This is an optimization exercise on Yosys and OpenROAD, whose aim is small area and a short achievable clock period, not a production implementation.
Only simulation tests tie the RTL to the original design; equivalence was not proved.
No activity file was given, so power comes from the tool's default toggle rates.

// module_conv_kernel_1x2
module module_conv_kernel_1x2
(
	input clk,
	input [71:0] ifm_win3x3,
	input [71:0] weight_win3x3_ch1,
	input [71:0] weight_win3x3_ch2,
	output [17:0] ofm_stream_ch1,
	output [17:0] ofm_stream_ch2
);
make LEC_CHECK=0 ABC_CLOCK_PERIOD_IN_PS=2200 CAP_MARGIN=20 CORE_MARGIN=2 CORE_UTILIZATION=65 PLACE_DENSITY=0.75 SETUP_SLACK_MARGIN=3.8 SLEW_MARGIN=20 SYNTH_HIERARCHICAL=1 SYNTH_MINIMUM_KEEP_SIZE=0 finish   # period 6.0 ns
run.sh (not shown) runs the stock make flow with config.mk's settings and CLKGATE_MAP_FILE= SYNTH_SCRIPT=/design/flow/synth_recipe.tcl, a recipe that flattens the netlist after the stock synthesis.
The first run finished clean.
==> next run, changes <==
==> flow/flow/run.sh (new file) <==
#!/bin/bash
set -e
cp standard.sh standard_sh_copy.log
export BUFFER_PORTS_ARGS="-buffer_cell sky130_fd_sc_hd__buf_1"
export CTS_ARGS="-sink_clustering_enable -repair_clock_nets -sink_clustering_size 30 -sink_clustering_max_diameter 60 -dont_use_dummy_load"
bash standard.sh > standard.log 2>&1
==> flow/standard.sh (new file) <==
#!/bin/bash
# synth_recipe.tcl (not shown) runs the flow's synth.tcl, then flattens the netlist and writes it again
# the make line also repeats each setting of config.mk as NAME=value (left out here)
make -C /OpenROAD-flow-scripts/flow DESIGN_CONFIG=/design/flow/config.mk WORK_HOME=/design/flow/orfs CLKGATE_MAP_FILE= SYNTH_SCRIPT=/design/flow/synth_recipe.tcl "${@:-finish}"
ABC_CLOCK_PERIOD_IN_PS = unset   (was 2200)
CORE_UTILIZATION = 58   (was 65)
CTS_CLUSTER_DIAMETER = 60   (was unset)
CTS_CLUSTER_SIZE = 30   (was unset)
PLACE_DENSITY = 0.7   (was 0.75)
SETUP_SLACK_MARGIN = 3.75   (was 3.8)
removed: flow/run.sh
Power shrinks by 12%; first-iteration DRC count shrinks by 39%; cell area shrinks by 12%.
==> next run, changes <==
==> flow/flow/run.sh (replaced) <==
#!/bin/bash
set -e
cp standard.sh standard_sh_copy.log
export BUFFER_PORTS_ARGS="-buffer_cell sky130_fd_sc_hd__buf_1"
export CTS_ARGS="-sink_clustering_enable -repair_clock_nets -sink_clustering_size 30 -sink_clustering_max_diameter 60 -dont_use_dummy_load"
bash standard.sh floorplan > standard_floorplan.log 2>&1
ODB=orfs/results/sky130hd/module_conv_kernel_1x2/base/2_floorplan.odb
openroad -no_init -exit flow/upsize.tcl -metrics upsize_metrics.json > upsize.log 2>&1 || { cat upsize.log; exit 1; }
bash standard.sh finish > standard.log 2>&1
==> flow/flow/upsize.tcl (new file) <==
# Give the enc_r registers (Booth-encoded pixel digits, high fanout) the
# dfxtp_4 drive strength of their dfxtp cell.
set odb orfs/results/sky130hd/module_conv_kernel_1x2/base/2_floorplan.odb
read_db $odb
set db [ord::get_db]
set m4 [$db findMaster sky130_fd_sc_hd__dfxtp_4]
set n 0
foreach inst [[ord::get_db_block] getInsts] {
  if {[string match "enc_r*" [$inst getName]] && [[$inst getMaster] getName] == "sky130_fd_sc_hd__dfxtp_1"} {
    $inst swapMaster $m4
    incr n
  }
}
puts "upsized $n enc_r registers to dfxtp_4"
write_db $odb
PLACE_DENSITY = 0.8   (was 0.7)
SETUP_SLACK_MARGIN = 3.66   (was 3.75)
What happened: Wire length fell by 4.4%. Via count rose by 0.53%. Synthesized cell count does not change. Design area fell by about 2.4%. Power fell by 1.2%. Count of clock-buffer cells in the layout fell by 4. Synthesized area stays the same. Clock skew rose by 0.0096 ns. Global-route usage fell by 1.5 points. Die area stays the same. Non-clock buffer count fell by 78.
==> next run, changes <==
PLACE_DENSITY = 0.7   (was 0.8)
Clock skew rises by 0.0091 ns.
Combinational power hardly moves.
Final area is about the same.
Routed wire length rises by 0.81%.
Setup slack is better by 0.0051 ns.
Via count falls by 1.4%.
Die area stays the same.
Global-route usage rises by 0.35 points.

---

Starting RTL as in the previous note.
Settings: LEC_CHECK=0, CAP_MARGIN=20, CORE_MARGIN=2, CORE_UTILIZATION=58, CTS_CLUSTER_DIAMETER=60, CTS_CLUSTER_SIZE=30, PLACE_DENSITY=0.7, SETUP_SLACK_MARGIN=3.66, SLEW_MARGIN=20, SYNTH_HIERARCHICAL=1, SYNTH_MINIMUM_KEEP_SIZE=0; clock period 6.0 ns.
standard.sh (not shown) runs the stock make flow with config.mk's settings and CLKGATE_MAP_FILE= SYNTH_SCRIPT=/design/flow/synth_recipe.tcl, a recipe that flattens the netlist after the stock synthesis.
==> flow/flow/run.sh <==
#!/bin/bash
set -e
cp standard.sh standard_sh_copy.log
export BUFFER_PORTS_ARGS="-buffer_cell sky130_fd_sc_hd__buf_1"
bash standard.sh > standard.log 2>&1
The starting point completed with no timing, DRC or antenna violations.
==> next run, changes <==
==> flow/flow/run.sh (replaced) <==
#!/bin/bash
set -e
cp standard.sh standard_sh_copy.log
export BUFFER_PORTS_ARGS="-buffer_cell sky130_fd_sc_hd__buf_1"
export CTS_ARGS="-sink_clustering_enable -repair_clock_nets -sink_clustering_size 30 -sink_clustering_max_diameter 60 -dont_use_dummy_load"
bash standard.sh floorplan > standard_floorplan.log 2>&1
ODB=orfs/results/sky130hd/module_conv_kernel_1x2/base/2_floorplan.odb
openroad -no_init -exit flow/upsize.tcl -metrics upsize_metrics.json > upsize.log 2>&1 || { cat upsize.log; exit 1; }
bash standard.sh finish > standard.log 2>&1
==> flow/flow/upsize.tcl (new file) <==
# Give the enc_r registers (Booth-encoded pixel digits, high fanout) the
# dfxtp_4 drive strength of their dfxtp cell.
set odb orfs/results/sky130hd/module_conv_kernel_1x2/base/2_floorplan.odb
read_db $odb
set db [ord::get_db]
set m4 [$db findMaster sky130_fd_sc_hd__dfxtp_4]
set n 0
foreach inst [[ord::get_db_block] getInsts] {
  if {[string match "enc_r*" [$inst getName]] && [[$inst getMaster] getName] == "sky130_fd_sc_hd__dfxtp_1"} {
    $inst swapMaster $m4
    incr n
  }
}
puts "upsized $n enc_r registers to dfxtp_4"
write_db $odb
--- a/flow/config.mk
+++ b/flow/config.mk
@@ -12,4 +12,4 @@
 export CTS_CLUSTER_SIZE = 30
-export PLACE_DENSITY = 0.7
-export SETUP_SLACK_MARGIN = 3.66
+export PLACE_DENSITY = 0.8
+export SETUP_SLACK_MARGIN = 3.6
 export SLEW_MARGIN = 20
Outcome: Critical path depth is higher by 1; count of clock-buffer cells in the layout is lower by 10; register-to-register slack got worse by 50 ps; worst setup slack got worse by 54 ps; power is lower by 4.8%; synthesized cell count is unchanged; wire length is lower by 3.6%; area after synthesis does not change.

-- afterwards: timing with drivers on the ports --
No port has a modelled driver above. Below, the same layouts with a new extraction and two added sets of constraints. Step 1 (the two cells are an assumption about what drives the block):
set clk [get_ports {clk}]
set_driving_cell -lib_cell sky130_fd_sc_hd__clkbuf_16 $clk
set_driving_cell -lib_cell sky130_fd_sc_hd__buf_2 [delete_from_list [all_inputs] $clk]
Step 2 moves the port delays by t, midway between the first and last clock arrival at a register: inputs arrive t later, outputs are due t later. That takes back most of the time a late clock gives input paths. a / b / c = ideal ports / drivers / drivers and shift; a / b = the first two.
run	shift t [ns]	slack for setup (ns)	slew at the worst register clock pin (ns)	pins driven straight from the clock port
the first run of note 1	0.725	3.149 / 3.149 / 3.149	0.08 / 0.08	1
the second run of note 1	0.687	3.660 / 3.641 / 3.660	0.11 / 0.11	1
the third run of note 1	0.698	3.672 / 3.618 / 3.672	0.11 / 0.11	1
the fourth run of note 1	0.709	3.677 / 3.637 / 3.677	0.11 / 0.11	1
the first run of note 2	0.726	3.688 / 3.623 / 3.688	0.11 / 0.11	1
the second run of note 2	0.698	3.634 / 3.601 / 3.634	0.11 / 0.11	1
After both steps setup and hold are still met in every run listed.
